Background: an optimization exercise with open tools, aiming at small area, a short achievable clock period and few clock cycles per item. Do not read the settings as production practice. The RTL was checked by simulation tests, not by an equivalence proof against the original design. Power is estimated from default activity; no workload was simulated.

== run 1 ==
## cnn_topCore
module cnn_topCore (
    clk             ,
    reset_n         ,
    i_soft_reset    ,
    i_in_valid      ,
    i_in_kind       ,
    i_in_data       ,
    o_in_ready      ,
    o_ot_valid      ,
    o_ot_data       ,
    i_ot_ready
    );
input               clk         ;
input               reset_n     ;
input               i_soft_reset;
input               i_in_valid  ;
input               i_in_kind   ;    
input     [31 : 0]  i_in_data   ;
output              o_in_ready  ;
output              o_ot_valid  ;
output    [31 : 0]  o_ot_data   ;
input               i_ot_ready  ;
localparam ACC = 21;
reg        rdy;
reg  [4:0] fcnt;             
wire in_fire = i_in_valid & rdy & ~i_soft_reset;
wire w_fire  = in_fire &  i_in_kind;
wire f_fire  = in_fire & ~i_in_kind;
wire [4:0] fcnt_next = f_fire ? ((fcnt == 5'd23) ? 5'd0 : fcnt + 5'd1) : fcnt;
reg  [31:0] din;             
reg         l_v;             
reg  [4:0]  l_cnt;           
always @(posedge clk) din <= i_in_data;
wire [1:0] l_ich = l_cnt[4:3];
wire [1:0] l_iy  = l_cnt[2:1];
wire       l_h   = l_cnt[0];
wire rotate = l_v & l_h & (l_iy != 2'd3);
integer li, di;
reg  [47:0] dig_d;
reg  [7:0]  px;
reg  [2:0]  tri3;
always @(*) begin
    dig_d = 48'd0;
    for (li = 0; li < 4; li = li + 1) begin
        px = l_h ? din[(3-li)*8 +: 8] : din[li*8 +: 8];
        for (di = 0; di < 4; di = di + 1) begin
            tri3 = {px[2*di+1], px[2*di], (di == 0) ? 1'b0 : px[2*di-1]};
            dig_d[(li*4+di)*3 + 0] = l_v & (tri3[1] ^ tri3[0]);
            dig_d[(li*4+di)*3 + 1] = l_v & ((tri3 == 3'b100) | (tri3 == 3'b011));
            dig_d[(li*4+di)*3 + 2] = l_v & tri3[2] & ~(tri3[1] & tri3[0]);
        end
    end
end
reg  [31:0] negc_d;
integer nd;
always @(*) begin
    negc_d = 32'd0;
    for (nd = 0; nd < 4; nd = nd + 1) begin
        negc_d[nd*3 +: 3]      = dig_d[(0*4+nd)*3+2] + dig_d[(1*4+nd)*3+2] + dig_d[(2*4+nd)*3+2] + dig_d[(3*4+nd)*3+2];
  ...
clock: 10.0 ns
lec_check: 0
cap_margin: 20
core_margin: 2
core_utilization: 40
slew_margin: 20
synth_hierarchical: 1
synth_minimum_keep_size: 0
standard.sh (not shown) runs the stock make flow with config.mk's settings and CLKGATE_MAP_FILE= SYNTH_SCRIPT=/design/flow/synth_recipe.tcl, a recipe that flattens the netlist after the stock synthesis.
==> flow/flow/run.sh <==
#!/bin/bash
set -o pipefail
cp standard.sh standard_sh.txt
export SETUP_SLACK_MARGIN=${MARGIN:-6.0}
bash standard.sh > standard.log 2>&1
Run 1: flow completed, timing, DRC and antenna clean
Testbench counts of run 1, summed over its fixed seeds: cycles 3,416, images 128.
The following lists how run 2 was set up differently from run 1:
--- a/flow/flow/run.sh
+++ b/flow/flow/run.sh
@@ -4 +4 @@
-export SETUP_SLACK_MARGIN=${MARGIN:-6.0}
+export SETUP_SLACK_MARGIN=${MARGIN:-6.4}
Results
Core area: run 2 vs run 1 identical. [compare] base=run 1 new=run 2: worst setup slack rose by 0.34 ns, total via count after detailed routing rose by 1211, hold slack fell by 0.0038 ns. Part of the total power dissipated in the clock network of run 2 is on par with run 1. [compare] base=run 1 new=run 2: synthesized-area fraction occupied by ao, oa, aoi and oai cells ~0 delta, post-CTS setup repair buffer count has increased, number of endpoints with negative hold slack in the final report held.
Edits applied to the flow inputs when going from run 2 to run 3:
--- a/flow/flow/run.sh
+++ b/flow/flow/run.sh
@@ -4 +4 @@
-export SETUP_SLACK_MARGIN=${MARGIN:-6.4}
+export SETUP_SLACK_MARGIN=${MARGIN:-6.3}
Notes after the runs:
- Diff run 2 -> run 3: clock network power share down 0.4 points, proportion of power drawn by combinational gates down 0.4 points.
- Run 3 | status: complete | timing, DRC, antenna: pass
- Delta (run 3 minus run 2): portion of the layout cell area used by clock cells held, least setup slack across all paths after layout saw a decrease, number of buffers on the longest clock path was more or less identical.
- [compare] base=run 2 new=run 3: first-pass detailed-route iteration total has remained practically unchanged, netlist area before placement has remained practically unchanged.
- Going from run 2 to run 3, the met1 layer wirelength in the final routing was found to have gone up by 0.55%.
- Run comparison: run 2 slowest stage cell on the critical path sky130_fd_sc_hd__fa_1; run 3 slowest stage cell on the critical path sky130_fd_sc_hd__dfxtp_1
Here is what was changed in the inputs of run 4 compared with run 3.
--- a/flow/flow/run.sh
+++ b/flow/flow/run.sh
@@ -4 +4 @@
-export SETUP_SLACK_MARGIN=${MARGIN:-6.3}
+export SETUP_SLACK_MARGIN=${MARGIN:-6.5}
Notes after the runs:
Routed wire in run 4 totals more than in run 3. Run 4 has post-route met1 wirelength above what run 3 had. In run 4 the global routing met2 resource utilization turned out 0.79 points higher than in run 3.

==> re-timing with driven ports <==
How much do the figures lean on ideal ports? The routed layouts below were timed once more, with nothing changed but the port constraints.
Step 1: set_driving_cell puts a clkbuf_16 on clk and a buf_2 on each other input, an assumption about the parent block.
Step 2 moves the port delays by t, midway between the first and last clock arrival at a register: inputs arrive t later, outputs are due t later. That takes back most of the time a late clock gives input paths.
Three values: ideal, step 1, step 2; two values: the first two.
| run | t, ns | setup slack, ns | worst setup path after step 2 | pins driven straight from the clock port |
|---|---|---|---|---|
| run 1 | 1.003 | 6.020 / 6.020 / 5.426 | input to register | 1 |
| run 2 | 1.018 | 6.356 / 6.354 / 5.729 | input to register | 1 |
| run 3 | 1.008 | 6.320 / 6.255 / 5.687 | input to register | 1 |
| run 4 | 1.044 | 6.435 / 6.378 / 5.730 | input to register | 1 |
After both steps setup and hold are still met in every run listed. The setup slack of run 4, which loses most, moves by -0.057 ns with the drivers and by -0.705 ns with both steps.
